From an optimization exercise on the open Yosys and OpenROAD flow, aimed at small area, a short achievable clock period and few clock cycles; shortcuts taken in it are not production practice. No run shown here included a check of the RTL's function; only the layout flow was run. Power is estimated from default activity; no workload was simulated.

--- design/flow/design.v ---
module add13 (
  input  [12:0] a,
  input  [12:0] b,
  output [13:0] s
);
  assign s = {1'b0, a} + {1'b0, b};
endmodule
module add21 (
  input  [20:0] a,
  input  [20:0] b,
  output [21:0] s
);
  assign s = {1'b0, a} + {1'b0, b};
endmodule
module add5 (
  input  [4:0] a,
  input  [4:0] b,
  output [4:0] s
);
  assign s = a + b;
endmodule
module aoi222 (
  input  a0, b0, a1, b1, a2, b2,
  output y
);
  assign y = ~((a0 & b0) | (a1 & b1) | (a2 & b2));
endmodule
module aoi22 (
  input  a0, b0, a1, b1,
  output y
);
  assign y = ~((a0 & b0) | (a1 & b1));
endmodule
module nand4x (
  input  a, b, c, d,
  output y
);
  assign y = ~(a & b & c & d);
endmodule
module nand3x (
  input  a, b, c,
  output y
);
  assign y = ~(a & b & c);
endmodule
module sel33 (
  input  [32:0] s,
  input  [32:0] d,
  output        y
);
  wire [10:0] n;
  genvar g;
  generate
    for (g = 0; g < 11; g = g + 1) begin : grp
      aoi222 u (.a0(s[3*g]), .b0(d[3*g]), .a1(s[3*g+1]), .b1(d[3*g+1]),
                .a2(s[3*g+2]), .b2(d[3*g+2]), .y(n[g]));
    end
  endgenerate
  wire o0, o1, o2;
  nand4x q0 (.a(n[0]), .b(n[1]), .c(n[2]),  .d(n[3]), .y(o0));
  nand4x q1 (.a(n[4]), .b(n[5]), .c(n[6]),  .d(n[7]), .y(o1));
  nand3x q2 (.a(n[8]), .b(n[9]), .c(n[10]), .y(o2));
  assign y = o0 | o1 | o2;
endmodule
module nand2x (
  input  a, b,
  output y
);
  assign y = ~(a & b);
endmodule
module sel34 (
  input  [33:0] s,
  input  [33:0] d,
  output        y
);
  wire [11:0] n;
  genvar g;
  generate
    for (g = 0; g < 11; g = g + 1) begin : grp
      aoi222 u (.a0(s[3*g]), .b0(d[3*g]), .a1(s[3*g+1]), .b1(d[3*g+1]),
                .a2(s[3*g+2]), .b2(d[3*g+2]), .y(n[g]));
    end
  endgenerate
  nand2x u11 (.a(s[33]), .b(d[33]), .y(n[11]));
  wire o0, o1, o2;
  nand4x q0 (.a(n[0]), .b(n[1]), .c(n[2]),  .d(n[3]),  .y(o0));
  nand4x q1 (.a(n[4]), .b(n[5]), .c(n[6]),  .d(n[7]),  .y(o1));
  nand4x q2 (.a(n[8]), .b(n[9]), .c(n[10]), .d(n[11]), .y(o2));
  assign y = o0 | o1 | o2;
endmodule
module sel32 (
  input  [31:0] s,
  input  [31:0] d,
  output        y
);
  wire [10:0] n;
  genvar g;
  generate
    for (g = 0; g < 10; g = g + 1) begin : grp
      aoi222 u (.a0(s[3*g]), .b0(d[3*g]), .a1(s[3*g+1]), .b1(d[3*g+1]),
                .a2(s[3*g+2]), .b2(d[3*g+2]), .y(n[g]));
    end
  endgenerate
  aoi22 u10 (.a0(s[30]), .b0(d[30]), .a1(s[31]), .b1(d[31]), .y(n[10]));
  wire o0, o1, o2;
  nand4x q0 (.a(n[0]), .b(n[1]), .c(n[2]),  .d(n[3]), .y(o0));
  nand4x q1 (.a(n[4]), .b(n[5]), .c(n[6]),  .d(n[7]), .y(o1));
  nand3x q2 (.a(n[8]), .b(n[9]), .c(n[10]), .y(o2));
  assign y = o0 | o1 | o2;
endmodule
module sel8 (
  input  [7:0] s,
  input  [7:0] d,
  output       y
);
  wire [2:0] n;
  aoi222 u0 (.a0(s[0]), .b0(d[0]), .a1(s[1]), .b1(d[1]), .a2(s[2]), .b2(d[2]), .y(n[0]));
  aoi222 u1 (.a0(s[3]), .b0(d[3]), .a1(s[4]), .b1(d[4]), .a2(s[5]), .b2(d[5]), .y(n[1]));
  aoi22  u2 (.a0(s[6]), .b0(d[6]), .a1(s[7]), .b1(d[7]), .y(n[2]));
  nand3x q (.a(n[0]), .b(n[1]), .c(n[2]), .y(y));
endmodule
module single_cycle_risc (
  input         clk,
  input         rst,
  output [31:0] imem_addr,
  input  [31:0] imem_data,
  output        wb_valid,
  output [4:0]  wb_rd,
  output [31:0] wb_data
);
reg [31:0] pc_f;
reg        v_x;          
reg [31:0] a_r, b_r;     
reg        fx1, fx2;     
reg [31:0] imm_r;        
reg [31:0] alt_r;        
reg [4:0]  rd_x;
reg [2:0]  f3_x;         
reg [2:0]  op_x;         
reg        x_load, x_store, x_branch, x_jalr, x_link, x_wr, x_use2, x_sub, x_sra, x_pt;
reg        wb_valid_r;   
reg [4:0]  wb_rd_r;
reg [31:0] wb_data_r;
reg        w2_valid;     
reg [4:0]  w2_rd;
reg [31:0] w2_data;
assign imem_addr = pc_f;
assign wb_valid  = wb_valid_r;
assign wb_rd     = wb_rd_r;
assign wb_data   = wb_data_r;
wire [31:0] ins = imem_data;
wire [4:0]  f_op  = ins[6:2];
wire [2:0]  f_f3  = ins[14:12];
wire [4:0]  f_rd  = ins[11:7];
wire [4:0]  f_rs1 = ins[19:15];
wire [4:0]  f_rs2 = ins[24:20];
wire f_load   = (f_op == 5'b00000);
wire f_store  = (f_op == 5'b01000);
wire f_branch = (f_op == 5'b11000);
wire f_jalr   = (f_op == 5'b11001);
wire f_jal    = (f_op == 5'b11011);
wire f_opimm  = (f_op == 5'b00100);
wire f_opr    = (f_op == 5'b01100);
wire f_auipc  = (f_op == 5'b00101);
wire f_lui    = (f_op == 5'b01101);
wire f_arith  = f_opimm | f_opr;
reg [1023:32] rf;
wire        w2_eff = w2_valid & ~(wb_valid_r & (wb_rd_r == w2_rd));
wire [31:0] wdec  = {31'b0, wb_valid_r} << wb_rd_r;
wire [31:0] w2dec = {31'b0, w2_valid} << w2_rd;
wire        byp1  = wb_valid_r & (wb_rd_r == f_rs1);
wire        byp2  = wb_valid_r & (wb_rd_r == f_rs2);
wire        byq1  = w2_eff & (w2_rd == f_rs1);
wire        byq2  = w2_eff & (w2_rd == f_rs2);
wire [33:0] s1;
wire [32:0] s2;
genvar r;
generate
  for (r = 1; r < 32; r = r + 1) begin : g_sel
    assign s1[r] = (f_rs1 == r) & ~wdec[r] & ~w2dec[r] & ~f_lui & ~f_auipc;
    assign s2[r] = (f_rs2 == r) & ~wdec[r] & ~w2dec[r];
  end
endgenerate
assign s1[0]  = byp1 & ~f_lui & ~f_auipc;
assign s1[32] = byq1 & ~f_lui & ~f_auipc;
assign s1[33] = f_auipc;
assign s2[0]  = byp2;
assign s2[32] = byq2;
wire [31:0] f_a, f_b;
generate
  for (r = 0; r < 32; r = r + 1) begin : g_rd
    wire [32:0] d = {w2_data[r], rf[32*31+r], rf[32*30+r], rf[32*29+r], rf[32*28+r],
                     rf[32*27+r], rf[32*26+r], rf[32*25+r], rf[32*24+r], rf[32*23+r],
                     rf[32*22+r], rf[32*21+r], rf[32*20+r], rf[32*19+r], rf[32*18+r],
                     rf[32*17+r], rf[32*16+r], rf[32*15+r], rf[32*14+r], rf[32*13+r],
                     rf[32*12+r], rf[32*11+r], rf[32*10+r], rf[32*9+r],  rf[32*8+r],
                     rf[32*7+r],  rf[32*6+r],  rf[32*5+r],  rf[32*4+r],  rf[32*3+r],
                     rf[32*2+r],  rf[32*1+r],  wb_data_r[r]};
    sel34 u1 (.s(s1), .d({pc_f[r], d}), .y(f_a[r]));
    sel33 u2 (.s(s2), .d(d),            .y(f_b[r]));
  end
endgenerate
wire        f_immu = ins[4] & ins[2];                
wire        f_imms = ~ins[6] & ins[5] & ~ins[4];     
wire [31:0] f_imm  = {f_immu ? ins[31:12] : {20{ins[31]}},
                      f_immu ? 7'b0 : ins[31:25],
                      f_immu ? 5'b0 : (f_imms ? ins[11:7] : ins[24:20])};
wire [31:0] f_immb = {{19{ins[31]}}, ins[31], ins[7], ins[30:25], ins[11:8], 1'b0};
wire [31:0] f_immj = {{11{ins[31]}}, ins[31], ins[19:12], ins[20], ins[30:21], 1'b0};
wire [31:0] pc_seq = pc_f + 32'd4;
wire [13:0] tb_lo;
wire [21:0] tj_lo;
add13 u_tb (.a(pc_f[12:0]), .b(f_immb[12:0]), .s(tb_lo));
add21 u_tj (.a(pc_f[20:0]), .b(f_immj[20:0]), .s(tj_lo));
wire [18:0] pb    = pc_f[31:13];
wire [18:0] pb_p1 = pb + 19'd1;
wire [18:0] pb_m1 = pb - 19'd1;
wire [10:0] pj    = pc_f[31:21];
wire [10:0] pj_p1 = pj + 11'd1;
wire [10:0] pj_m1 = pj - 11'd1;
wire [31:0] f_tgtb = {ins[31] ? (tb_lo[13] ? pb : pb_m1) : (tb_lo[13] ? pb_p1 : pb), tb_lo[12:0]};
wire [31:0] f_tgtj = {ins[31] ? (tj_lo[21] ? pj : pj_m1) : (tj_lo[21] ? pj_p1 : pj), tj_lo[20:0]};
wire [31:0] f_tgt  = f_jal ? f_tgtj : f_tgtb;
wire        f_pt   = f_jal | (f_branch & ins[31]);
wire [31:0] rv1 = fx1 ? wb_data_r : a_r;
wire [31:0] rv2 = fx2 ? wb_data_r : b_r;
wire [31:0] opb = x_use2 ? rv2 : imm_r;
wire [32:0] sum = {1'b0, rv1} + {1'b0, opb ^ {32{x_sub}}} + {32'b0, x_sub};
wire        ltu = ~sum[32];
wire        lts = (rv1[31] ^ opb[31]) ? rv1[31] : sum[31];
wire        eq  = (rv1 == rv2);
wire        sh_left = ~op_x[2];
wire [31:0] sh_in;
wire [31:0] sh_out;
genvar g;
generate
  for (g = 0; g < 32; g = g + 1) begin : g_rev
    assign sh_in[g] = sh_left ? rv1[31-g] : rv1[g];
  end
endgenerate
wire [31:0] sh_r = $signed({x_sra & rv1[31], sh_in}) >>> opb[4:0];
generate
  for (g = 0; g < 32; g = g + 1) begin : g_rev2
    assign sh_out[g] = sh_left ? sh_r[31-g] : sh_r[g];
  end
endgenerate
reg [31:0] alu;
always @* begin
  case (op_x)
    3'b000: alu = sum[31:0];
    3'b001: alu = sh_out;
    3'b010: alu = {31'b0, lts};
    3'b011: alu = {31'b0, ltu};
    3'b100: alu = rv1 ^ opb;
    3'b101: alu = sh_out;
    3'b110: alu = rv1 | opb;
    default: alu = rv1 & opb;
  endcase
end
reg  [255:0] dm;
wire [4:0]  addr_a, addr_w;
add5 u_aa (.a(a_r[4:0]),       .b(imm_r[4:0]), .s(addr_a));
add5 u_aw (.a(wb_data_r[4:0]), .b(imm_r[4:0]), .s(addr_w));
wire [4:0]  addr = fx1 ? addr_w : addr_a;
wire [2:0]  aw   = addr[4:2];
wire [1:0]  ao   = addr[1:0];
wire [7:0] ws0 = 8'b1 << aw;
wire [7:0] ws1 = {ws0[6:0], ws0[7]};
wire [7:0] lane_s [0:3];
assign lane_s[0] = (ao == 2'd0) ? ws0 : ws1;
assign lane_s[1] = (ao <= 2'd1) ? ws0 : ws1;
assign lane_s[2] = (ao <= 2'd2) ? ws0 : ws1;
assign lane_s[3] = ws0;
wire [7:0] lane_r [0:3];
generate
  for (r = 0; r < 32; r = r + 1) begin : g_dm
    wire [7:0] wd = {dm[8*(28+r/8)+r%8], dm[8*(24+r/8)+r%8], dm[8*(20+r/8)+r%8], dm[8*(16+r/8)+r%8],
                     dm[8*(12+r/8)+r%8], dm[8*(8+r/8)+r%8],  dm[8*(4+r/8)+r%8],  dm[8*(r/8)+r%8]};
    sel8 u (.s(lane_s[r/8]), .d(wd), .y(lane_r[r/8][r%8]));
  end
endgenerate
wire [31:0] lanes = {lane_r[3], lane_r[2], lane_r[1], lane_r[0]};
reg  [31:0] mrd;    
always @* begin
  case (ao)
    2'd0: mrd = lanes;
    2'd1: mrd = {lanes[7:0],  lanes[31:8]};
    2'd2: mrd = {lanes[15:0], lanes[31:16]};
    default: mrd = {lanes[23:0], lanes[31:24]};
  endcase
end
wire        ld_sign = ~f3_x[2] & (f3_x[0] ? mrd[15] : mrd[7]);
wire [31:0] ld_val = {f3_x[1] ? mrd[31:16] : {16{ld_sign}},
                      (f3_x[1] | f3_x[0]) ? mrd[15:8] : {8{ld_sign}},
                      mrd[7:0]};
reg [31:0] st_data;
always @* begin
  case (ao)
    2'd0: st_data = rv2;
    2'd1: st_data = {rv2[23:0], rv2[31:24]};
    2'd2: st_data = {rv2[15:0], rv2[31:16]};
    default: st_data = {rv2[7:0], rv2[31:8]};
  endcase
end
wire [3:0] nb_mask = f3_x[1] ? 4'b1111 : (f3_x[0] ? 4'b0011 : 4'b0001);
wire [7:0] en_rot  = {nb_mask, nb_mask} << ao;
wire [3:0] lane_en = en_rot[7:4];
wire       st_en   = v_x & x_store;
integer sw, sj;
always @(posedge clk) begin
  for (sw = 0; sw < 8; sw = sw + 1)
    for (sj = 0; sj < 4; sj = sj + 1)
      if (st_en & lane_en[sj] & lane_s[sj][sw])
        dm[8*(sw*4+sj) +: 8] <= st_data[sj*8 +: 8];
end
wire        taken    = f3_x[2] ? ((f3_x[1] ? ltu : lts) ^ f3_x[0]) : (eq ^ f3_x[0]);
wire        redirect = v_x & (x_jalr | (x_branch & (taken ^ x_pt)));
wire [31:0] npc      = x_jalr ? {sum[31:1], 1'b0} : alt_r;
wire        rf_we    = v_x & x_wr;
wire [31:0] result = x_load ? ld_val : (x_link ? alt_r : alu);
always @(posedge clk) begin
  if (rst) begin
    pc_f       <= 32'b0;
    v_x        <= 1'b0;
    wb_valid_r <= 1'b0;
    w2_valid   <= 1'b0;
  end else begin
    w2_valid   <= wb_valid_r;
    pc_f       <= redirect ? npc : (f_pt ? f_tgt : pc_seq);
    v_x        <= ~redirect;
    wb_valid_r <= rf_we;
  end
  a_r      <= f_a;
  b_r      <= f_b;
  fx1      <= rf_we & (rd_x == f_rs1) & ~f_lui & ~f_auipc;
  fx2      <= rf_we & (rd_x == f_rs2);
  imm_r    <= f_imm;
  alt_r    <= (f_branch & ~ins[31]) ? f_tgtb : pc_seq;
  rd_x     <= f_rd;
  f3_x     <= f_f3;
  op_x     <= f_arith ? f_f3 : 3'b000;
  x_load   <= f_load;
  x_store  <= f_store;
  x_branch <= f_branch;
  x_jalr   <= f_jalr;
  x_link   <= f_jal | f_jalr;
  x_wr     <= (f_load | f_jalr | f_jal | f_arith | f_auipc | f_lui) & (f_rd != 5'd0);
  x_use2   <= f_opr | f_branch;
  x_sub    <= f_branch | (f_opr & ins[30] & (f_f3 == 3'b000)) | (f_arith & (f_f3[2:1] == 2'b01));
  x_sra    <= f_arith & ins[30] & (f_f3 == 3'b101);
  x_pt     <= f_branch & ins[31];
  wb_rd_r   <= rd_x;
  wb_data_r <= result;
  w2_rd     <= wb_rd_r;
  w2_data   <= wb_data_r;
end
integer wk;
always @(posedge clk) begin
  for (wk = 1; wk < 32; wk = wk + 1)
    if (w2_valid & (w2_rd == wk))
      rf[32*wk +: 32] <= w2_data;
end
endmodule
--- design/flow/constraint.sdc ---
create_clock -name core_clock -period 25.0 [get_ports {clk}]
set_input_delay 5.0000 -clock core_clock [delete_from_list [all_inputs] [get_ports {clk}]]
set_output_delay 5.0000 -clock core_clock [all_outputs]
set_load 0.01 [all_outputs]
--- design/flow/flow/run.sh ---
#!/bin/bash
# Layout: the standard ORFS flow (standard.sh), with
#  - timing repair aimed well below the design's clock period (a setup-slack
#    margin), so that the period the layout achieves gets optimised;
#  - port buffers of a stronger cell than the default delay buffer;
set -euo pipefail
CTS="-sink_clustering_enable -repair_clock_nets -sink_clustering_size 20 -sink_clustering_max_diameter 100 -dont_use_dummy_load -buf_list {sky130_fd_sc_hd__clkbuf_8 sky130_fd_sc_hd__clkbuf_16}"
bash standard.sh SETUP_SLACK_MARGIN=${MARGIN:-18.5} TNS_END_PERCENT=${TNS:-0} \
  "BUFFER_PORTS_ARGS=-buffer_cell sky130_fd_sc_hd__buf_4" "CTS_ARGS=$CTS" finish > standard_flow.log 2>&1
--- design/flow/standard.sh ---
#!/bin/bash
# synth_recipe.tcl (not shown) runs the flow's synth.tcl, then flattens the netlist and writes it again
# the make line also repeats each setting of config.mk as NAME=value (left out here)
make -C /OpenROAD-flow-scripts/flow DESIGN_CONFIG=/design/flow/config.mk WORK_HOME=/design/flow/orfs CLKGATE_MAP_FILE= SYNTH_SCRIPT=/design/flow/synth_recipe.tcl "${@:-finish}"
--- design/flow/config.mk ---
export PLATFORM = sky130hd
export DESIGN_NAME = single_cycle_risc
export DESIGN_NICKNAME = single_cycle_risc
export VERILOG_FILES = /design/flow/design.v
export SDC_FILE = /design/flow/constraint.sdc
export NUM_CORES = 8
export LEC_CHECK = 0
export CAP_MARGIN = 30
export CELL_PAD_IN_SITES_DETAIL_PLACEMENT = 1
export CELL_PAD_IN_SITES_GLOBAL_PLACEMENT = 2
export CORE_MARGIN = 2
export CORE_UTILIZATION = 30
export PLACE_DENSITY = 0.35
export SLEW_MARGIN = 30
export SYNTH_HIERARCHICAL = 1
==> out/results.ini, run 1 <==
[critical_path]
timing.setup.critical_path_class = primary input to flip-flop
timing.critical_path.arrival_ns = 8.42
r2r_end = wb_data_r[16]$_DFF_P_
critPathBufInv = 4
critical_path_required_ns = 25.63
cp_cell_sequence = buf_4 -> nand2b_2 -> nand2b_4 -> nor4_4 -> buf_12 -> buf_4 -> buf_4 -> a222oi_1 -> nand4_1 -> or3_1
crit_path_top_delay_cell = sky130_fd_sc_hd__nand4_1
timing.critical_path.to_type = flip-flop
worstPathMaxFanout = 13
timing.rr.start = fx1$_DFF_P_
cp_top_family = simple AND/OR/NAND/NOR gates
worst-r2r-cell-count = 17
worst-path-stages = 10
cp-start-kind = primary input
crit_path_max_incr_delay_ns = 0.82
rrSetupSlack_ns = 18.21
worst_path_most_repeated_cell = sky130_fd_sc_hd__buf_4

[hold_path]
worst_hold_path.num_cells = 0
hold_class = flip-flop to flip-flop
min_to = wb_rd_r[3]$_DFF_P_
critical_hold_path_startpoint = rd_x[3]$_DFF_P_

[final_layout]
finalInstanceArea_um2 = 81800
layout_common_cells = sky130_fd_sc_hd__edfxtp_1, sky130_fd_sc_hd__a222oi_1, sky130_fd_sc_hd__buf_4, sky130_fd_sc_hd__nand2_1, sky130_fd_sc_hd__dfxtp_1
layout-drive-gt1-share = 0.149
layout.cells.most_common = sky130_fd_sc_hd__edfxtp_1
final_cells = 9128
finish.net_count = 6020
post_synthesis_to_final_layout_area_growth_pct = 13.5

[detailed_routing]
route.final.wire_length_um = 379000
drt_first_iter_violations = 8380
postRouteAntennaNets = 0
total_number_of_vias = 57316
routedWlPerCell_um = 41.5
drt-vias-per-instance = 6.28
drc_errors = 0
first_pass_iteration_count_of_the_detailed_router = 10

[yosys]
synthXorXnorAreaFrac = 0.0249
postSynthCellCount = 5584
synth-main-ff-cell = sky130_fd_sc_hd__edfxtp_1
synth_area_um2 = 72100
async_reset_ff_frac = 0
synthDistinctLibCells = 116
synth-seq-area-share = 0.592
synth_top_family_by_area = compound AO/OA/AOI/OAI gates
yosys_warnings = 7
synth_compound_area_frac = 0.190
share_of_synthesized_cell_area_in_and_or_nand_and_nor_gates = 0.0972
yosys.area_share.adder = 0.0275
synth_enable_flop_cells = 1248
synth-seq-cells = 1508
synthesis.area_per_instance_um2 = 12.9
post_synth_mux_area_share = 0.0432

[timing]
fmaxAchievable_ghz = 0.128
hold_ws_ns = 0.416
max_slew.worst_pin.slew_ns = 0.986
maxSlewHeadroom = 0.336
rsz_0062_raised_after_global_routing = true
final_min_period_over_clock_period = 0.312
final.min_clock_period_ns = 7.79
finalSetupTns_ns = 0
final-max-slew-violation-count = 0
setup_viol = 0
timing.final.hold_violations = 0
worst_clock_skew_ns = 0.161
setup_ws_ns = 17.21

[run_status]
outcome = timing/DRC/antenna clean

[grt]
grt_overflow = 0
grt_start_max_net_pins = 67
antenna_found_initial = 50
grt_pass1_wl_um = 507000
global_route_usage_sum = 0.301
grt_pass1_vias = 56523

[clocking]
htree_levels = 3
clk-insertion-delay-late_ns = 0.83
root_buffer = sky130_fd_sc_hd__clkbuf_16
clock_sinks = 1508
clk_transition_reported_paths_ns = 0.08
cts_made_buffers = 96
tritoncts = done
cts_buffer_depth = 3

[placement]
gp_congestion = 0.907
detailed_place_hpwl_um = 257000
cell_area_after_placement_um2 = 78700
placement.setup.worst_slack_ns = 15.64
portBuffers = 101
numPlacedInstances = 8896

[die]
die_x_um = 494
placement_rows = 180
placeableCoreArea_um2 = 240000
io_pins = 104
floorplan.die.height_um = 494
die_outline_area_um2 = 244000
effective_utilization_at_floorplan = 0.301

[pwr]
static-leakage-power_nw = 26.6
power_per_cell_area_nw_per_um2 = 83.4
vdd_drop_max_mv = 0.0597

[job]
max_cap_violations = 0

[where the power goes]
group          switching [mW]  internal (mW)
registers               0.145           3.09
logic                    1.51          0.544
clock network           0.863          0.678
total                    2.52           4.31
[through the flow]
| stage | total power, mW | utilization |
|---|---|---|
| floorplan | 4.19 | - |
| finish | 6.83 | 0.341 |
| global route | 7.05 | 0.341 |
| CTS | 6.88 | 0.340 |
| detailed placement | 5.34 | 0.328 |
| global placement | 5.32 | 0.328 |
[worst max path at each step]
stage                                  endpoint          start  slack, ns
final                           a_r[22]$_DFF_P_  imem_data[17]      17.21
after detailed placement         a_r[5]$_DFF_P_   imem_data[4]      15.64
after floorplan           pc_f[22]$_SDFFE_PP0P_  imem_data[25]      17.02
after global placement           a_r[5]$_DFF_P_   imem_data[4]      15.58
after global routing            a_r[20]$_DFF_P_   imem_data[3]      17.17
after CTS                 pc_f[22]$_SDFFE_PP0P_  imem_data[26]      17.37
[flip-flops by register name (all words and copies together), names as in the netlist, 3 cells and up]
signal	flops
w2_rd	5
wb_rd_r	5
alt_r	32
wb_data_r	32
rf	992
imm_r	32
dm	256
rd_x	5
f3_x	3
w2_data	32
b_r	32
op_x	3
a_r	32
pc_f	32
[logic make-up after synthesis]
kind of cell,count (synthesis)
compound gates,1653
xor+xnor,205
fa+ha+maj,155
buf+inv,396
flops,1508
mux,252
other cells,1
simple gates,1414
[cell usage after synthesis, types with 15 or more instances]
cell | number | area [µm²]
sky130_fd_sc_hd__and3_1 | 27 | 169
sky130_fd_sc_hd__o211ai_1 | 30 | 225
sky130_fd_sc_hd__nand4_1 | 211 | 1320
sky130_fd_sc_hd__inv_1 | 126 | 473
sky130_fd_sc_hd__buf_2 | 15 | 75.1
sky130_fd_sc_hd__mux2_2 | 40 | 450
sky130_fd_sc_hd__o21ai_1 | 15 | 75.1
sky130_fd_sc_hd__mux2i_1 | 159 | 1590
sky130_fd_sc_hd__nor4_1 | 23 | 144
sky130_fd_sc_hd__a21o_1 | 45 | 338
sky130_fd_sc_hd__a211oi_1 | 27 | 203
sky130_fd_sc_hd__xor2_1 | 48 | 420
sky130_fd_sc_hd__or3_1 | 85 | 532
sky130_fd_sc_hd__a31oi_1 | 53 | 332
sky130_fd_sc_hd__mux4_2 | 39 | 878
sky130_fd_sc_hd__a21oi_1 | 190 | 951
sky130_fd_sc_hd__buf_4 | 37 | 278
sky130_fd_sc_hd__nor2b_1 | 39 | 244
sky130_fd_sc_hd__xnor2_1 | 157 | 1380
sky130_fd_sc_hd__a221oi_1 | 24 | 210
sky130_fd_sc_hd__ha_1 | 149 | 1860
sky130_fd_sc_hd__nor3_1 | 115 | 576
sky130_fd_sc_hd__a222oi_1 | 769 | 7700
sky130_fd_sc_hd__o21ai_0 | 208 | 1040
sky130_fd_sc_hd__a22oi_2 | 32 | 400
sky130_fd_sc_hd__nor2_1 | 286 | 1070
sky130_fd_sc_hd__clkbuf_1 | 173 | 649
sky130_fd_sc_hd__or2_2 | 16 | 100
sky130_fd_sc_hd__nand2b_1 | 29 | 181
sky130_fd_sc_hd__o21a_1 | 16 | 120
sky130_fd_sc_hd__edfxtp_1 | 1248 | 37500
sky130_fd_sc_hd__nand2_1 | 360 | 1350
sky130_fd_sc_hd__dfxtp_1 | 260 | 5200
sky130_fd_sc_hd__nand3_1 | 152 | 761
sky130_fd_sc_hd__o221ai_1 | 20 | 175
sky130_fd_sc_hd__o22ai_1 | 57 | 357
sky130_fd_sc_hd__buf_1 | 21 | 78.8
[final cells by class]
class	count	area (µm²)
inverter	134	507
tap	3185	3990
sequential	1508	42700
multi-input combinational	3681	28700
fill	25396	158000
clock buffer	96	2400
timing repair buffer	410	3230
antenna	114	285
[timing repair]
action,4_1_cts,5_1_grt
setup endpoints to repair,185,191
buffers inserted,14,5
cloned,3,0
hold buffers,0,0
gates resized for setup,43,14
pin swaps,19,5
[layer usage]
layer | vias to the layer above | track usage | part of all wire | wire length, µm
met5 | - | 0.000196 | 0.00017 | 66
met3 | 380 | 0.0358 | 0.058 | 21900
met1 | 30514 | 0.396 | 0.42 | 158000
met2 | 2210 | 0.501 | 0.48 | 182000
li1 | 24202 | - | - | -
met4 | 10 | 0.125 | 0.045 | 17000
[Yosys stat by module, one instance, submodules excluded, excerpt]
module	flops+latches	copies in the design	cell area [µm²]
add13	0	1	687
add21	0	1	1200
add5	0	2	159
aoi222	0	768	10.0
nand3x	0	64	5.00
nand4x	0	160	6.26
sel33	0	32	6.26
single_cycle_risc	1508	1	60000
==> inputs of run 2 (changes only) <==
--- a/design/flow/flow/run.sh
+++ b/design/flow/flow/run.sh
@@ -7,3 +7,3 @@
 CTS="-sink_clustering_enable -repair_clock_nets -sink_clustering_size 20 -sink_clustering_max_diameter 100 -dont_use_dummy_load -buf_list {sky130_fd_sc_hd__clkbuf_8 sky130_fd_sc_hd__clkbuf_16}"
-bash standard.sh SETUP_SLACK_MARGIN=${MARGIN:-18.5} TNS_END_PERCENT=${TNS:-0} \
+bash standard.sh SETUP_SLACK_MARGIN=${MARGIN:-18.6} TNS_END_PERCENT=${TNS:-100} \
   "BUFFER_PORTS_ARGS=-buffer_cell sky130_fd_sc_hd__buf_4" "CTS_ARGS=$CTS" finish > standard_flow.log 2>&1
==> run 2 against run 1 <==
- still clean
- routed wire length increased by 6.2%
- sequential cell count is the same
- die area stayed put
- largest cell class unchanged
- largest power group unchanged
==> out/results.ini, run 2 <==
[critical_path]
timing.critical_path.to_type = flip-flop  ; unchanged
timing.critical_path.arrival_ns = 8.20  ; was 8.42 ns
worst_path_most_repeated_cell = sky130_fd_sc_hd__a21oi_4  ; was sky130_fd_sc_hd__buf_4
timing.setup.critical_path_class = primary input to flip-flop  ; unchanged
critPathBufInv = 1  ; was 4
cp_top_family = simple AND/OR/NAND/NOR gates  ; unchanged
worstPathMaxFanout = 5  ; was 13
cp-start-kind = primary input  ; unchanged
critical_path_required_ns = 25.57  ; was 25.63 ns
cp_cell_sequence = buf_12 -> ha_4 -> a21oi_4 -> nand4b_1 -> nand3b_1 -> a21oi_4 -> o21ai_4 -> or4b_4 -> or3_4 -> o22a_4 -> a22oi_2 -> a21oi_2 -> o22ai_2 -> nor2_1 -> and4_1 -> a31o_2  ; was buf_4 -> nand2b_2 -> nand2b_4 -> nor4_4 -> buf_12 -> buf_4 -> buf_4 -> a222oi_1 -> nand4_1 -> or3_1
crit_path_max_incr_delay_ns = 0.52  ; was 0.82 ns
crit_path_top_delay_cell = sky130_fd_sc_hd__or4b_4  ; was sky130_fd_sc_hd__nand4_1

[die]
die_outline_area_um2 = 244000  ; unchanged
effective_utilization_at_floorplan = 0.301  ; unchanged
die_x_um = 494  ; unchanged
placeableCoreArea_um2 = 240000  ; unchanged
floorplan.die.height_um = 494  ; unchanged
placement_rows = 180  ; unchanged
io_pins = 104  ; unchanged

[hold_path]
hold_class = flip-flop to flip-flop  ; unchanged

[clocking]
cts_buffer_depth = 3  ; unchanged
cts_made_buffers = 94  ; was 96
tritoncts = done  ; unchanged
clock_sinks = 1508  ; unchanged
cts_hold_buffers = 0  ; unchanged
htree_levels = 3  ; unchanged
clk-insertion-delay-late_ns = 0.81  ; was 0.83 ns
clk_transition_reported_paths_ns = 0.08  ; about the same
root_buffer = sky130_fd_sc_hd__clkbuf_16  ; unchanged

[pwr]
vdd_drop_max_mv = 0.0668  ; was 0.0597 mV
power_per_cell_area_nw_per_um2 = 78.5  ; was 83.4 nW/µm²
static-leakage-power_nw = 28.9  ; was 26.6 nW
pnr_total_power_mw = 6.87  ; was 6.83 mW

[yosys]
synth-main-ff-cell = sky130_fd_sc_hd__edfxtp_1  ; unchanged
synth_top_cells_by_area = sky130_fd_sc_hd__edfxtp_1, sky130_fd_sc_hd__a222oi_1, sky130_fd_sc_hd__dfxtp_1  ; unchanged
synth_area_um2 = 72100  ; unchanged
synth-seq-area-share = 0.592  ; unchanged
synthesis.area_per_instance_um2 = 12.9  ; unchanged
yosys.cell_count.top_type = sky130_fd_sc_hd__edfxtp_1  ; unchanged
postSynthCellCount = 5584  ; unchanged
yosys_warnings = 7  ; unchanged
synth.cells.most_frequent = sky130_fd_sc_hd__edfxtp_1, sky130_fd_sc_hd__a222oi_1, sky130_fd_sc_hd__nand2_1, sky130_fd_sc_hd__nor2_1, sky130_fd_sc_hd__dfxtp_1  ; unchanged
async_reset_ff_frac = 0  ; unchanged
synth_enable_flop_cells = 1248  ; unchanged
synthDistinctLibCells = 116  ; unchanged
synth_top_area_cell = sky130_fd_sc_hd__edfxtp_1  ; unchanged
synthDominantCellAreaShare = 0.519  ; unchanged
synth-seq-cells = 1508  ; unchanged

[timing]
fmaxAchievable_ghz = 0.131  ; was 0.128 GHz
max_slew.worst_pin.slew_ns = 1.03  ; was 0.986 ns
final.min_clock_period_ns = 7.63  ; was 7.79 ns
final-max-slew-violation-count = 0  ; unchanged
timing.final.hold_violations = 0  ; unchanged
rsz_0062_raised_after_global_routing = true  ; unchanged
finalSetupTns_ns = 0  ; unchanged
final_min_period_over_clock_period = 0.305  ; was 0.312
maxSlewHeadroom = 0.293  ; was 0.336
setup_viol = 0  ; unchanged
worst_clock_skew_ns = 0.165  ; was 0.161 ns
hold_ws_ns = 0.294  ; was 0.416 ns

[grt]
grt_start_max_net_pins = 65  ; was 67
grt_most_used_layer = met2  ; unchanged
global_route_usage_sum = 0.316  ; was 0.301
globalRouteMet1Util = 0.405  ; was 0.396
grt_pass1_wl_um = 528000  ; was 507,000 µm
antenna_found_initial = 38  ; was 50
gr-usage-met3 = 0.0427  ; was 0.0358
globalRouteMet2Util = 0.527  ; was 0.501
grt_overflow = 0  ; unchanged
grt_pass1_vias = 58893  ; was 56,523

[placement]
gp_congestion = 0.893  ; was 0.907
detailed_place_hpwl_um = 251000  ; was 257,000 µm
portBuffers = 101  ; unchanged

[final_layout]
max_flop_register = rf  ; unchanged
top_regs = rf x992, dm x256  ; unchanged
layout_common_cells = sky130_fd_sc_hd__edfxtp_1, sky130_fd_sc_hd__a222oi_1, sky130_fd_sc_hd__buf_4, sky130_fd_sc_hd__nand2_1, sky130_fd_sc_hd__nor2_1  ; was sky130_fd_sc_hd__edfxtp_1, sky130_fd_sc_hd__a222oi_1, sky130_fd_sc_hd__buf_4, sky130_fd_sc_hd__nand2_1, sky130_fd_sc_hd__dfxtp_1
fill_cells = 25023  ; was 25,396
finish.net_count = 6269  ; was 6,020
layout-drive-gt1-share = 0.225  ; was 0.149
post_synthesis_to_final_layout_area_growth_pct = 21.2  ; was 13.5%
layout.cells.most_common = sky130_fd_sc_hd__edfxtp_1  ; unchanged
largest_register_ffs = 992  ; unchanged

[detailed_routing]
first_pass_iteration_count_of_the_detailed_router = 13  ; was 10
total_number_of_vias = 59398  ; was 57,316
routedWlPerCell_um = 43.4  ; was 41.5 µm
drc_errors = 0  ; unchanged
drt-vias-per-instance = 6.40  ; was 6.28
drt_first_iter_violations = 9005  ; was 8,380
postRouteAntennaNets = 0  ; unchanged
route.final.wire_length_um = 402000  ; was 379,000 µm

[job]
max_cap_violations = 0  ; unchanged

[run_status]
outcome = timing/DRC/antenna clean  ; unchanged

## run 2: cell counts after synthesis
Identical to the previous run, type by type.
## run 2: through the flow
| stage | worst slack (ns) | util | cell area (µm²) | cells |
|---|---|---|---|---|
| floorplan | 17.03 | - | 73500 | 5585 |
| CTS | 17.41 | 0.359 | 86100 | 9179 |
| detailed placement | 16.08 | 0.331 | 79300 | 8895 |
| finish | 17.37 | 0.365 | 87500 | 9276 |
| global route | 17.29 | 0.365 | 87400 | 9266 |
| global placement | 16.09 | 0.330 | 79300 | 8895 |
## run 2: final timing paths
kind | depth (start not counted) | startpoint | slack (ns) | to
worst min register to register | 0 | rd_x[3]$_DFF_P_ | 0.29 | wb_rd_r[3]$_DFF_P_
worst min-delay path | 0 | rd_x[3]$_DFF_P_ | 0.29 | wb_rd_r[3]$_DFF_P_
worst max-delay path | 16 | imem_data[8] | 17.37 | pc_f[22]$_SDFFE_PP0P_
worst max register to register | 16 | fx2$_DFF_P_ | 18.76 | pc_f[21]$_SDFFE_PP0P_
## run 2: timing repair
item,CTS,global route
pin swaps,282,181
setup endpoints to repair,204,133
resized for setup,558,102
gates cloned,29,10
setup buffers,161,74
## run 2: kinds of logic after synthesis
family,count (synthesis),synth area share
compound gates,1653,0.190
xor+xnor,205,0.0249
fa+ha+maj,155,0.0275
buf+inv,396,0.0251
flops,1508,0.592
mux,252,0.0432
other cells,1,0.0000520
simple gates,1414,0.0972
## run 2: power breakdown
group          internal (mW)  switching [mW]  total, mW
Combinational          0.622            1.46       2.08
Sequential              3.10           0.156       3.26
Clock                  0.664           0.861       1.53
## run 2: worst reg2reg max path: cells and delay by family, from the launching register on
family          cells  cell delay, ns
compound gates      6            2.12
buf+inv             3            1.19
mux                 3            1.11
simple gates        2            0.63
fa+ha+maj           1            0.52
flops               1            0.33
xor+xnor            1            0.21
## run 2: routing by layer
metal	wire length [µm]	share of wire
met5	47	0.00012
met4	23000	0.057
met3	26100	0.065
met2	192000	0.48
met1	161000	0.40
## run 2: area by class of cell
class / instances / area, µm² / area share
multi-input cells: 3683 / 30500 / 0.349
well taps: 3185 / 3990 / 0.0456
clock buffers: 94 / 2350 / 0.0269
inverters: 134 / 536 / 0.00612
diodes: 13 / 32.5 / 0.000372
flip-flops and latches: 1508 / 42800 / 0.490
repair buffers: 659 / 7200 / 0.0823
## run 2: Yosys stat by module (local to each module, per instance), excerpt
module	cells	flip-flops and latches
add13	91	0
add21	151	0
add5	19	0
aoi22	1	0
aoi222	1	0
nand2x	1	0
nand3x	1	0
sel33	1	0
sel34	1	0
single_cycle_risc	4184	1508
==> inputs of run 3 (changes only) <==
--- a/design/flow/design.v
+++ b/design/flow/design.v
@@ -73,3 +73,3 @@
   input  [33:0] d,
-  output        y
+  output        yn
 );
@@ -88,3 +88,3 @@
   nand4x q2 (.a(n[8]), .b(n[9]), .c(n[10]), .d(n[11]), .y(o2));
-  assign y = o0 | o1 | o2;
+  assign yn = ~(o0 | o1 | o2);
 endmodule
@@ -132,5 +132,5 @@
 reg        v_x;          
-reg [31:0] a_r, b_r;     
+reg [31:0] a_rn, b_rn;
 reg        fx1, fx2;     
-reg [31:0] imm_r;        
+reg [4:0]  imm_r;        
 reg [31:0] alt_r;        
@@ -139,3 +139,3 @@
 reg [2:0]  op_x;         
-reg        x_load, x_store, x_branch, x_jalr, x_link, x_wr, x_use2, x_sub, x_sra, x_pt;
+reg        x_load, x_store, x_branch, x_jalr, x_link, x_wr, x_sub, x_sra, x_pt;
 reg        wb_valid_r;   
@@ -166,2 +166,7 @@
 wire f_arith  = f_opimm | f_opr;
+wire        f_immu = ins[4] & ins[2];                
+wire        f_imms = ~ins[6] & ins[5] & ~ins[4];     
+wire [31:0] f_imm  = {f_immu ? ins[31:12] : {20{ins[31]}},
+                      f_immu ? 7'b0 : ins[31:25],
+                      f_immu ? 5'b0 : (f_imms ? ins[11:7] : ins[24:20])};
 reg [1023:32] rf;
@@ -174,4 +179,4 @@
 wire        byq2  = w2_eff & (w2_rd == f_rs2);
-wire [33:0] s1;
-wire [32:0] s2;
+wire        f_use2 = f_opr | f_branch | f_store;    
+wire [33:0] s1, s2;
 genvar r;
@@ -180,3 +185,3 @@
     assign s1[r] = (f_rs1 == r) & ~wdec[r] & ~w2dec[r] & ~f_lui & ~f_auipc;
-    assign s2[r] = (f_rs2 == r) & ~wdec[r] & ~w2dec[r];
+    assign s2[r] = (f_rs2 == r) & ~wdec[r] & ~w2dec[r] & f_use2;
   end
@@ -186,5 +191,6 @@
 assign s1[33] = f_auipc;
-assign s2[0]  = byp2;
-assign s2[32] = byq2;
-wire [31:0] f_a, f_b;
+assign s2[0]  = byp2 & f_use2;
+assign s2[32] = byq2 & f_use2;
+assign s2[33] = ~f_use2;
+wire [31:0] f_an, f_bn;    
 generate
@@ -198,11 +204,6 @@
                      rf[32*2+r],  rf[32*1+r],  wb_data_r[r]};
-    sel34 u1 (.s(s1), .d({pc_f[r], d}), .y(f_a[r]));
-    sel33 u2 (.s(s2), .d(d),            .y(f_b[r]));
+    sel34 u1 (.s(s1), .d({pc_f[r], d}),     .yn(f_an[r]));
+    sel34 u2 (.s(s2), .d({f_imm[r], d}),    .yn(f_bn[r]));
   end
 endgenerate
-wire        f_immu = ins[4] & ins[2];                
-wire        f_imms = ~ins[6] & ins[5] & ~ins[4];     
-wire [31:0] f_imm  = {f_immu ? ins[31:12] : {20{ins[31]}},
-                      f_immu ? 7'b0 : ins[31:25],
-                      f_immu ? 5'b0 : (f_imms ? ins[11:7] : ins[24:20])};
 wire [31:0] f_immb = {{19{ins[31]}}, ins[31], ins[7], ins[30:25], ins[11:8], 1'b0};
@@ -224,5 +225,5 @@
 wire        f_pt   = f_jal | (f_branch & ins[31]);
-wire [31:0] rv1 = fx1 ? wb_data_r : a_r;
-wire [31:0] rv2 = fx2 ? wb_data_r : b_r;
-wire [31:0] opb = x_use2 ? rv2 : imm_r;
+wire [31:0] rv1 = fx1 ? wb_data_r : ~a_rn;
+wire [31:0] rv2 = fx2 ? wb_data_r : ~b_rn;
+wire [31:0] opb = rv2;
 wire [32:0] sum = {1'b0, rv1} + {1'b0, opb ^ {32{x_sub}}} + {32'b0, x_sub};
@@ -261,3 +262,3 @@
 wire [4:0]  addr_a, addr_w;
-add5 u_aa (.a(a_r[4:0]),       .b(imm_r[4:0]), .s(addr_a));
+add5 u_aa (.a(~a_rn[4:0]),     .b(imm_r[4:0]), .s(addr_a));
 add5 u_aw (.a(wb_data_r[4:0]), .b(imm_r[4:0]), .s(addr_w));
@@ -332,7 +333,7 @@
   end
-  a_r      <= f_a;
-  b_r      <= f_b;
+  a_rn     <= f_an;
+  b_rn     <= f_bn;
   fx1      <= rf_we & (rd_x == f_rs1) & ~f_lui & ~f_auipc;
-  fx2      <= rf_we & (rd_x == f_rs2);
-  imm_r    <= f_imm;
+  fx2      <= rf_we & (rd_x == f_rs2) & f_use2;
+  imm_r    <= f_imms ? ins[11:7] : ins[24:20];
   alt_r    <= (f_branch & ~ins[31]) ? f_tgtb : pc_seq;
@@ -347,3 +348,2 @@
   x_wr     <= (f_load | f_jalr | f_jal | f_arith | f_auipc | f_lui) & (f_rd != 5'd0);
-  x_use2   <= f_opr | f_branch;
   x_sub    <= f_branch | (f_opr & ins[30] & (f_f3 == 3'b000)) | (f_arith & (f_f3[2:1] == 2'b01));
--- a/design/flow/flow/run.sh
+++ b/design/flow/flow/run.sh
@@ -7,3 +7,3 @@
 CTS="-sink_clustering_enable -repair_clock_nets -sink_clustering_size 20 -sink_clustering_max_diameter 100 -dont_use_dummy_load -buf_list {sky130_fd_sc_hd__clkbuf_8 sky130_fd_sc_hd__clkbuf_16}"
-bash standard.sh SETUP_SLACK_MARGIN=${MARGIN:-18.6} TNS_END_PERCENT=${TNS:-100} \
+bash standard.sh SETUP_SLACK_MARGIN=${MARGIN:-18.0} TNS_END_PERCENT=${TNS:-100} \
   "BUFFER_PORTS_ARGS=-buffer_cell sky130_fd_sc_hd__buf_4" "CTS_ARGS=$CTS" finish > standard_flow.log 2>&1
==> run 3 against run 2 <==
- clock skew up 0.0043 ns
- clock power barely moved
- global-route usage is 0.73 points lower
- via count decreased by 3.0%
- hold slack better by 0.11 ns
- synthesized area decreased by 1.3%
- total power grew 0.43%
- utilization down 0.54 points
- routed wire length shrank 3.7%
- worst setup slack gained 0.32 ns
- clock-buffer cell count grew 4
- first-iteration DRC count fell by 0.89%
==> out/results.ini, run 3 <==
[final_layout]
finish.net_count = 6085  ; was 6,269
layout-drive-gt1-share = 0.200  ; was 0.225
finalInstanceArea_um2 = 84600  ; was 87,500 µm²
largest_register_ffs = 992  ; unchanged
top_regs = rf x992, dm x256  ; unchanged
fill_cells = 24697  ; was 25,023
max_flop_register = rf  ; unchanged
final_cells = 9058  ; was 9,276
layout_common_cells = sky130_fd_sc_hd__edfxtp_1, sky130_fd_sc_hd__a222oi_1, sky130_fd_sc_hd__buf_4, sky130_fd_sc_hd__nand2_1, sky130_fd_sc_hd__nor2_1  ; unchanged
post_synthesis_to_final_layout_area_growth_pct = 18.8  ; was 21.2%
layout.cells.most_common = sky130_fd_sc_hd__edfxtp_1  ; unchanged

[hold_path]
hold_class = flip-flop to flip-flop  ; unchanged
worst_hold_path.num_cells = 0  ; unchanged

[yosys]
postSynthCellCount = 5490  ; was 5,584
synth.cells.most_frequent = sky130_fd_sc_hd__edfxtp_1, sky130_fd_sc_hd__a222oi_1, sky130_fd_sc_hd__nand2_1, sky130_fd_sc_hd__nor2_1, sky130_fd_sc_hd__a21oi_1  ; was sky130_fd_sc_hd__edfxtp_1, sky130_fd_sc_hd__a222oi_1, sky130_fd_sc_hd__nand2_1, sky130_fd_sc_hd__nor2_1, sky130_fd_sc_hd__dfxtp_1
async_reset_ff_frac = 0  ; unchanged
synthesis.area_per_instance_um2 = 13.0  ; was 12.9 µm²
synth-main-ff-cell = sky130_fd_sc_hd__edfxtp_1  ; unchanged
synth_area_um2 = 71200  ; was 72,100 µm²
post_synth_mux_area_share = 0.0460  ; was 0.0432
share_of_synthesized_cell_area_in_and_or_nand_and_nor_gates = 0.0971  ; was 0.0972
synth-seq-area-share = 0.591  ; was 0.592
yosys_warnings = 7  ; unchanged
synthXorXnorAreaFrac = 0.0221  ; was 0.0249
synth_top_family_by_area = compound AO/OA/AOI/OAI gates  ; unchanged
yosys.cell_count.top_type = sky130_fd_sc_hd__edfxtp_1  ; unchanged
synth_enable_flop_cells = 1248  ; unchanged
yosys.area_share.adder = 0.0272  ; was 0.0275
synth-seq-cells = 1480  ; was 1,508
synth_top_cells_by_area = sky130_fd_sc_hd__edfxtp_1, sky130_fd_sc_hd__a222oi_1, sky130_fd_sc_hd__dfxtp_1  ; unchanged
synth_top_area_cell = sky130_fd_sc_hd__edfxtp_1  ; unchanged
synth_compound_area_frac = 0.190  ; about the same
synthDistinctLibCells = 102  ; was 116
synthDominantCellAreaShare = 0.526  ; was 0.519

[clocking]
clk-insertion-delay-late_ns = 0.82  ; was 0.81 ns
cts_hold_buffers = 0  ; unchanged
clk_transition_reported_paths_ns = 0.08  ; about the same
tritoncts = done  ; unchanged
cts_made_buffers = 98  ; was 94
clock_sinks = 1480  ; was 1,508
root_buffer = sky130_fd_sc_hd__clkbuf_16  ; unchanged
cts_buffer_depth = 3  ; unchanged
htree_levels = 3  ; unchanged

[pwr]
vdd_drop_max_mv = 0.0564  ; was 0.0668 mV
static-leakage-power_nw = 27.8  ; was 28.9 nW
power_per_cell_area_nw_per_um2 = 81.5  ; was 78.5 nW/µm²

[die]
floorplan.die.height_um = 491  ; was 494 µm
die_outline_area_um2 = 241000  ; was 244,000 µm²
io_pins = 104  ; unchanged
effective_utilization_at_floorplan = 0.302  ; was 0.301
placeableCoreArea_um2 = 236000  ; was 240,000 µm²
die_x_um = 491  ; was 494 µm
placement_rows = 178  ; was 180

[placement]
detailed_place_hpwl_um = 256000  ; was 251,000 µm
numPlacedInstances = 8753  ; was 8,895
cell_area_after_placement_um2 = 78100  ; was 79,300 µm²
gp_congestion = 0.892  ; was 0.893
portBuffers = 101  ; unchanged

[detailed_routing]
drt_first_iter_violations = 8925  ; was 9,005
routedWlPerCell_um = 42.8  ; was 43.4 µm
postRouteAntennaNets = 0  ; unchanged
drt-vias-per-instance = 6.36  ; was 6.40
drc_errors = 0  ; unchanged
route.final.wire_length_um = 387000  ; was 402,000 µm
total_number_of_vias = 57602  ; was 59,398
first_pass_iteration_count_of_the_detailed_router = 10  ; was 13

[critical_path]
cp_top_family = simple AND/OR/NAND/NOR gates  ; unchanged
timing.critical_path.to_type = flip-flop  ; unchanged
critPathBufInv = 7  ; was 1
crit_path_max_incr_delay_ns = 0.67  ; was 0.52 ns
critical_path_required_ns = 25.61  ; was 25.57 ns
timing.critical_path.arrival_ns = 7.92  ; was 8.20 ns
worst-r2r-cell-count = 16  ; unchanged
worstPathMaxFanout = 6  ; was 5
cp_cell_sequence = buf_12 -> nor2_4 -> and3_4 -> buf_12 -> nand4b_1 -> buf_4 -> nor3_4 -> buf_12 -> buf_12 -> buf_8 -> buf_6 -> a222oi_1 -> nand4_1 -> nor3_4  ; was buf_12 -> ha_4 -> a21oi_4 -> nand4b_1 -> nand3b_1 -> a21oi_4 -> o21ai_4 -> or4b_4 -> or3_4 -> o22a_4 -> a22oi_2 -> a21oi_2 -> o22ai_2 -> nor2_1 -> and4_1 -> a31o_2
worst-path-stages = 14  ; was 16
cp-start-kind = primary input  ; unchanged
timing.setup.critical_path_class = primary input to flip-flop  ; unchanged
worst_path_most_repeated_cell = sky130_fd_sc_hd__buf_12  ; was sky130_fd_sc_hd__a21oi_4
crit_path_top_delay_cell = sky130_fd_sc_hd__nand4_1  ; was sky130_fd_sc_hd__or4b_4

[timing]
final.min_clock_period_ns = 7.31  ; was 7.63 ns
fmaxAchievable_ghz = 0.137  ; was 0.131 GHz
max_slew.worst_pin.slew_ns = 1.10  ; was 1.03 ns
setup_viol = 0  ; unchanged
worst_clock_skew_ns = 0.170  ; was 0.165 ns
maxSlewHeadroom = 0.247  ; was 0.293
finalSetupTns_ns = 0  ; unchanged
final_min_period_over_clock_period = 0.293  ; was 0.305
timing.final.hold_violations = 0  ; unchanged
final-max-slew-violation-count = 0  ; unchanged
rsz_0062_raised_after_global_routing = true  ; unchanged

[grt]
grt_overflow = 0  ; unchanged
antenna_found_initial = 26  ; was 38
grt_start_max_net_pins = 64  ; was 65
grt_pass1_wl_um = 513000  ; was 528,000 µm
global_route_usage_sum = 0.309  ; was 0.316
grt_pass1_vias = 56389  ; was 58,893

[run_status]
outcome = timing/DRC/antenna clean  ; unchanged

[job]
max_cap_violations = 0  ; unchanged

-- run 3: cell count changes in the layout (fill, tap and decap cells not counted), moves of 26 or more --
cell                       change
sky130_fd_sc_hd__a21oi_1      +51
sky130_fd_sc_hd__or3_4        -54
sky130_fd_sc_hd__nor3_4       +30
sky130_fd_sc_hd__buf_4        -49
sky130_fd_sc_hd__a211oi_1     +49
sky130_fd_sc_hd__buf_12       -31
sky130_fd_sc_hd__xnor2_1      -26
sky130_fd_sc_hd__inv_1        +27
sky130_fd_sc_hd__dfxtp_4      -37
sky130_fd_sc_hd__nor3_2       +35
sky130_fd_sc_hd__nand3_1      -48
-- run 3: repair_timing --
| action | in CTS | in global routing |
|---|---|---|
| pin swaps | 115 | 164 |
| cloned | 13 | 4 |
| setup buffers | 108 | 70 |
| endpoints found under the setup margin | 106 | 87 |
| resized for setup | 253 | 190 |
-- run 3: cell families after synthesis --
group,after synthesis
adders and majority gates,152
xor gates and xnor gates,180
buffers and inverters,420
and+or+nand+nor,1353
AOI/OAI and AO/OA,1642
muxes,262
DFF,1480
other,1
-- run 3: through the flow --
step                setup WS, ns  power [mW]  hold WS (ns)  utilization
floorplan                  17.27        4.17         0.375            -
global placement           15.70        5.31         0.389        0.331
detailed placement         15.73        5.33         0.391        0.331
CTS                        17.81        6.91         0.404        0.353
global route               17.69        7.12         0.416        0.359
finish                     17.69        6.90         0.402        0.359
-- run 3: path summary, 6_finish.rpt --
check / slack [ns] / startpoint / end
min reg2reg: 0.40 / rd_x[0]$_DFF_P_ / wb_rd_r[0]$_DFF_P_
min: 0.40 / rd_x[0]$_DFF_P_ / wb_rd_r[0]$_DFF_P_
max reg2reg: 18.28 / fx1$_DFF_P_ / pc_f[15]$_SDFF_PP0_
max: 17.69 / imem_data[3] / b_rn[7]$_DFF_P_
-- run 3: layout make-up --
type | count | area (µm²) | share of cell area
Multi-Input combinational cell | 3591 | 29700 | 0.351
Timing Repair Buffer | 557 | 5700 | 0.0674
Clock buffer | 98 | 2450 | 0.0290
Sequential cell | 1480 | 42100 | 0.498
Antenna cell | 11 | 27.5 | 0.000325
Inverter | 171 | 677 | 0.00800
Tap cell | 3150 | 3940 | 0.0466
-- run 3: worst register-to-register path, cell delays in order, from the launching register on --
cell and delay [ns]:
sky130_fd_sc_hd__dfxtp_1 0.30, sky130_fd_sc_hd__buf_4 0.22, sky130_fd_sc_hd__clkinv_2 0.26, sky130_fd_sc_hd__buf_4 0.70, sky130_fd_sc_hd__mux2i_1 0.98, sky130_fd_sc_hd__ha_1 0.46
sky130_fd_sc_hd__a21oi_1 0.18, sky130_fd_sc_hd__o21bai_1 0.36, sky130_fd_sc_hd__nor2_1 0.10, sky130_fd_sc_hd__o211a_1 0.28, sky130_fd_sc_hd__or4_1 0.49, sky130_fd_sc_hd__o31ai_1 0.42
sky130_fd_sc_hd__mux2i_1 0.54, sky130_fd_sc_hd__nand2_2 0.38, sky130_fd_sc_hd__buf_4 0.44, sky130_fd_sc_hd__a221oi_2 0.36, sky130_fd_sc_hd__a211oi_1 0.08
-- run 3: modules after synthesis (local to each module, per instance), a selection --
module	copies in the design	cells inside	area [µm²]
nand4x	192	1	6.26
add5	2	19	159
sel34	64	1	10.0
add21	1	151	1200
single_cycle_risc	1	4058	58700
aoi222	768	1	10.0
add13	1	91	687
aoi22	32	1	12.5
-- run 3: layer usage --
| metal | GRT usage | wire (µm) | vias to the layer above |
|---|---|---|---|
| met3 | 0.0325 | 24500 | 432 |
| met1 | 0.417 | 162000 | 30683 |
| met4 | 0.128 | 19900 | 4 |
| met5 | 0 | 23 | - |
| met2 | 0.503 | 182000 | 2435 |
| li1 | - | - | 24048 |
-- run 3: where the power goes --
part	switching (mW)	internal, mW
clock	0.862	0.691
combinational	1.55	0.599
sequential	0.156	3.04
total	2.57	4.33
==> inputs of run 4 (changes only) <==
--- a/design/flow/flow/run.sh
+++ b/design/flow/flow/run.sh
@@ -7,3 +7,3 @@
 CTS="-sink_clustering_enable -repair_clock_nets -sink_clustering_size 20 -sink_clustering_max_diameter 100 -dont_use_dummy_load -buf_list {sky130_fd_sc_hd__clkbuf_8 sky130_fd_sc_hd__clkbuf_16}"
-bash standard.sh SETUP_SLACK_MARGIN=${MARGIN:-18.0} TNS_END_PERCENT=${TNS:-100} \
+bash standard.sh SETUP_SLACK_MARGIN=${MARGIN:-18.5} TNS_END_PERCENT=${TNS:-0} \
   "BUFFER_PORTS_ARGS=-buffer_cell sky130_fd_sc_hd__buf_4" "CTS_ARGS=$CTS" finish > standard_flow.log 2>&1
--- a/design/flow/config.mk
+++ b/design/flow/config.mk
@@ -12,3 +12,3 @@
 export CORE_UTILIZATION = 30
-export PLACE_DENSITY = 0.35
+export PLACE_DENSITY = 0.55
 export SLEW_MARGIN = 30
==> run 4 against run 3 <==
- still clean on timing, DRC and antenna
- total power is 2.4% lower
- cell count is 1.8% lower
- combinational power is 7% lower
- final area is 3.8% lower
- fmax is 4.4% lower
- via count is 1.5% lower
- non-clock buffer count is 158 lower
- register-to-register slack worse by 0.45 ns
- utilization is 1.4 points lower
- clock power hardly changed
- critical endpoint is now a_rn[12]$_DFF_P_
- largest power group unchanged
==> out/results.ini, run 4 <==
[run_status]
outcome = timing/DRC/antenna clean  ; unchanged

[yosys]
synth_enable_flop_cells = 1248  ; unchanged
synth-main-ff-cell = sky130_fd_sc_hd__edfxtp_1  ; unchanged
async_reset_ff_frac = 0  ; unchanged
yosys.cell_count.top_type = sky130_fd_sc_hd__edfxtp_1  ; unchanged
synth_area_um2 = 71200  ; unchanged
postSynthCellCount = 5490  ; unchanged
yosys_warnings = 7  ; unchanged
synth-seq-cells = 1480  ; unchanged
synthesis.area_per_instance_um2 = 13.0  ; unchanged
synthDistinctLibCells = 102  ; unchanged
synth_top_area_cell = sky130_fd_sc_hd__edfxtp_1  ; unchanged
synth.cells.most_frequent = sky130_fd_sc_hd__edfxtp_1, sky130_fd_sc_hd__a222oi_1, sky130_fd_sc_hd__nand2_1, sky130_fd_sc_hd__nor2_1, sky130_fd_sc_hd__a21oi_1  ; unchanged
synth_top_cells_by_area = sky130_fd_sc_hd__edfxtp_1, sky130_fd_sc_hd__a222oi_1, sky130_fd_sc_hd__dfxtp_1  ; unchanged
synth-seq-area-share = 0.591  ; unchanged
synthDominantCellAreaShare = 0.526  ; unchanged

[critical_path]
timing.critical_path.to_type = flip-flop  ; unchanged
crit_path_max_incr_delay_ns = 0.84  ; was 0.67 ns
rrSetupSlack_ns = 17.83  ; was 18.28 ns
timing.critical_path.arrival_ns = 8.25  ; was 7.92 ns
critPathBufInv = 2  ; was 7
worst-path-stages = 7  ; was 14
r2r_end = pc_f[26]$_SDFFE_PP0P_  ; was pc_f[15]$_SDFF_PP0_
worst_path_most_repeated_cell = sky130_fd_sc_hd__nor3_4  ; was sky130_fd_sc_hd__buf_12
cp_cell_sequence = buf_4 -> nand2b_1 -> nor3_4 -> buf_12 -> a222oi_1 -> nand4_1 -> nor3_4  ; was buf_12 -> nor2_4 -> and3_4 -> buf_12 -> nand4b_1 -> buf_4 -> nor3_4 -> buf_12 -> buf_12 -> buf_8 -> buf_6 -> a222oi_1 -> nand4_1 -> nor3_4
cp_top_family = simple AND/OR/NAND/NOR gates  ; unchanged
timing.rr.start = fx1$_DFF_P_  ; unchanged
crit_path_top_delay_cell = sky130_fd_sc_hd__nand4_1  ; unchanged
worstPathMaxFanout = 16  ; was 6
worst-r2r-cell-count = 17  ; was 16
cp-start-kind = primary input  ; unchanged
timing.setup.critical_path_class = primary input to flip-flop  ; unchanged
critical_path_required_ns = 25.60  ; was 25.61 ns

[detailed_routing]
route.final.wire_length_um = 352000  ; was 387,000 µm
first_pass_iteration_count_of_the_detailed_router = 13  ; was 10
drt-vias-per-instance = 6.38  ; was 6.36
postRouteAntennaNets = 0  ; unchanged
drt_first_iter_violations = 9369  ; was 8,925
routedWlPerCell_um = 39.6  ; was 42.8 µm
total_number_of_vias = 56737  ; was 57,602
drc_errors = 0  ; unchanged

[die]
placement_rows = 178  ; unchanged
floorplan.die.height_um = 491  ; unchanged
effective_utilization_at_floorplan = 0.302  ; unchanged
io_pins = 104  ; unchanged
die_x_um = 491  ; unchanged
die_outline_area_um2 = 241000  ; unchanged
placeableCoreArea_um2 = 236000  ; unchanged

[final_layout]
top_regs = rf x992, dm x256  ; unchanged
layout.cells.most_common = sky130_fd_sc_hd__edfxtp_1  ; unchanged
finalInstanceArea_um2 = 81400  ; was 84,600 µm²
layout-drive-gt1-share = 0.160  ; was 0.200
max_flop_register = rf  ; unchanged
post_synthesis_to_final_layout_area_growth_pct = 14.3  ; was 18.8%
largest_register_ffs = 992  ; unchanged
final_util = 0.346  ; was 0.359
fill_cells = 24970  ; was 24,697
layout_common_cells = sky130_fd_sc_hd__edfxtp_1, sky130_fd_sc_hd__a222oi_1, sky130_fd_sc_hd__nand2_1, sky130_fd_sc_hd__buf_4, sky130_fd_sc_hd__nor2_1  ; was sky130_fd_sc_hd__edfxtp_1, sky130_fd_sc_hd__a222oi_1, sky130_fd_sc_hd__buf_4, sky130_fd_sc_hd__nand2_1, sky130_fd_sc_hd__nor2_1
finish.net_count = 5925  ; was 6,085

[grt]
grt_pass1_vias = 56008  ; was 56,389
grt_pass1_wl_um = 476000  ; was 513,000 µm
grt_start_max_net_pins = 64  ; unchanged
antenna_found_initial = 22  ; was 26
grt_overflow = 0  ; unchanged
global_route_usage_sum = 0.282  ; was 0.309

[hold_path]
min_to = wb_rd_r[3]$_DFF_P_  ; was wb_rd_r[0]$_DFF_P_
worst_hold_path.num_cells = 0  ; unchanged
critical_hold_path_startpoint = rd_x[3]$_DFF_P_  ; was rd_x[0]$_DFF_P_
hold_class = flip-flop to flip-flop  ; unchanged

[clocking]
htree_levels = 3  ; unchanged
cts_made_buffers = 96  ; was 98
clk_transition_reported_paths_ns = 0.08  ; about the same
clk-insertion-delay-late_ns = 0.77  ; was 0.82 ns
root_buffer = sky130_fd_sc_hd__clkbuf_16  ; unchanged
tritoncts = done  ; unchanged
clock_sinks = 1480  ; unchanged
cts_buffer_depth = 3  ; unchanged
cts_hold_buffers = 0  ; unchanged

[pwr]
vdd_drop_max_mv = 0.0569  ; was 0.0564 mV
p_seq_frac = 0.475  ; was 0.464
power_switching_share = 0.365  ; was 0.372
power.switching_mw = 2.46  ; was 2.57 mW
power_per_cell_area_nw_per_um2 = 82.6  ; was 81.5 nW/µm²
power.clock.fraction = 0.226  ; was 0.225
pwr-share-comb = 0.299  ; was 0.311
internal-power_mw = 4.27  ; was 4.33 mW
static-leakage-power_nw = 26.6  ; was 27.8 nW

[timing]
fmaxAchievable_ghz = 0.131  ; was 0.137 GHz
maxSlewHeadroom = 0.247  ; about the same
final_min_period_over_clock_period = 0.306  ; was 0.293
timing.final.hold_violations = 0  ; unchanged
worst_clock_skew_ns = 0.107  ; was 0.170 ns
final.min_clock_period_ns = 7.65  ; was 7.31 ns
final-max-slew-violation-count = 0  ; unchanged
hold_ws_ns = 0.404  ; was 0.402 ns
setup_viol = 0  ; unchanged
finalSetupTns_ns = 0  ; unchanged
max_slew.worst_pin.slew_ns = 1.10  ; about the same
rsz_0062_raised_after_global_routing = true  ; unchanged

[placement]
cell_area_after_placement_um2 = 77800  ; was 78,100 µm²
gp_congestion = 0.918  ; was 0.892
detailed_place_hpwl_um = 235000  ; was 256,000 µm
portBuffers = 101  ; unchanged

[job]
max_cap_violations = 0  ; unchanged

==> run 4: cell types whose count changed in the layout (fill, tap and decap cells not counted), moves of 12 or more <==
cell,delta
sky130_fd_sc_hd__a21oi_1,+12
sky130_fd_sc_hd__buf_12,-46
sky130_fd_sc_hd__buf_4,-56
sky130_fd_sc_hd__buf_6,-22
sky130_fd_sc_hd__buf_8,-19
sky130_fd_sc_hd__mux2i_1,+12
sky130_fd_sc_hd__mux2i_2,-12
sky130_fd_sc_hd__nor3_2,+22
sky130_fd_sc_hd__nor3_4,-23
sky130_fd_sc_hd__o21ai_0,+12
==> run 4: worst max-delay path by stage <==
stage | from | to | slack (ns)
floorplan | imem_data[25] | pc_f[27]$_SDFFE_PP0P_ | 17.27
global placement | imem_data[3] | b_rn[1]$_DFF_P_ | 15.64
detailed placement | imem_data[3] | b_rn[0]$_DFF_P_ | 15.62
CTS | imem_data[26] | pc_f[27]$_SDFFE_PP0P_ | 17.71
global route | imem_data[8] | pc_f[27]$_SDFFE_PP0P_ | 17.48
finish | imem_data[15] | a_rn[12]$_DFF_P_ | 17.35
==> run 4: final cells by class <==
cell class | count | area (µm²) | area share
sequential | 1480 | 42100 | 0.517
multi-input combinational | 3591 | 28900 | 0.355
tap | 3150 | 3940 | 0.0484
timing repair buffer | 399 | 3370 | 0.0414
clock buffer | 96 | 2400 | 0.0295
inverter | 171 | 652 | 0.00800
antenna | 5 | 12.5 | 0.000154
==> run 4: per-module statistics from Yosys, one instance, submodules excluded, a selection <==
module             times used  flops+latches  cell area, µm²
add5                        2              0             159
add13                       1              0             687
nand4x                    192              0            6.26
aoi22                      32              0            12.5
single_cycle_risc           1           1480           58700
nand2x                     64              0            3.75
==> run 4: repair_timing <==
action                                  CTS  global route
endpoints found under the setup margin  187           192
resized for setup                       136            27
pin swaps                                39            34
buffers inserted                         34            17
gates cloned                              2             1
==> run 4: power by group through the flow <==
stage / Sequential (mW) / Clock [mW] / Combinational (mW)
after floorplan: 3.27 / 0 / 0.901
after global placement: 3.25 / 0 / 1.94
after detailed placement: 3.25 / 0 / 1.96
after CTS: 3.20 / 1.55 / 1.99
after global routing: 3.20 / 1.62 / 2.11
final: 3.20 / 1.52 / 2.01
==> run 4: metal layers <==
layer	up-vias	global-route usage	wire, µm
met5	-	0	0
met2	2710	0.447	161000
met4	0	0.121	17600
met1	29885	0.379	145000
met3	437	0.0465	29100
li1	23705	-	-
==> run 4: cells by family (layout without fill, tap and decap cells) <==
logic type | after synthesis | after routing | share of synthesized area
other | 1 | 7 | 0.0000526
adder cells (fa/ha/maj) | 152 | 152 | 0.0272
flip-flops | 1480 | 1480 | 0.591
XOR/XNOR | 180 | 180 | 0.0221
AND/OR/NAND/NOR | 1353 | 1353 | 0.0971
AO/OA/AOI/OAI | 1642 | 1642 | 0.190
multiplexers | 262 | 262 | 0.0460
buffers and inverters | 420 | 666 | 0.0263
==> run 4: metrics by stage <==
step	instances	setup slack, ns	total power [mW]
after floorplan	5491	17.27	4.17
after global placement	8733	15.64	5.19
after detailed placement	8735	15.62	5.21
after CTS	8867	17.71	6.74
after global routing	8888	17.48	6.94
final	8892	17.35	6.73

==> afterwards: timing with drivers on the ports <==
How much do the figures lean on ideal ports? The routed layouts below were timed once more, with nothing changed but the port constraints.
Step 1: set_driving_cell puts a clkbuf_16 on clk and a buf_2 on each other input, an assumption about the parent block.
Step 2 times the ports against the registers' clock, not the clock port: input delays grow and output delays shrink by t, the midpoint of the rising clock arrivals with the driver on.
Slacks: ideal ports / drivers / drivers and shift; pairs: ideal ports / drivers.
run | t (ns) | slack for setup (ns) | hold WS [ns] | worst setup path at the end | slew at the worst register clock pin (ns)
run 1 | 0.843 | 17.210 / 17.283 / 16.440 | 0.416 / 0.416 / 0.416 | input to register | 0.09 / 0.09
run 2 | 0.823 | 17.371 / 17.405 / 16.583 | 0.294 / 0.294 / 0.294 | input to register | 0.09 / 0.09
run 3 | 0.832 | 17.687 / 17.602 / 16.771 | 0.402 / 0.402 / 0.402 | input to register | 0.10 / 0.10
run 4 | 0.826 | 17.354 / 17.423 / 16.598 | 0.404 / 0.404 / 0.404 | input to register | 0.09 / 0.09
After both steps setup and hold are still met in every run listed. The setup slack of run 3, which loses most, moves by -0.085 ns with the drivers and by -0.916 ns with both steps.
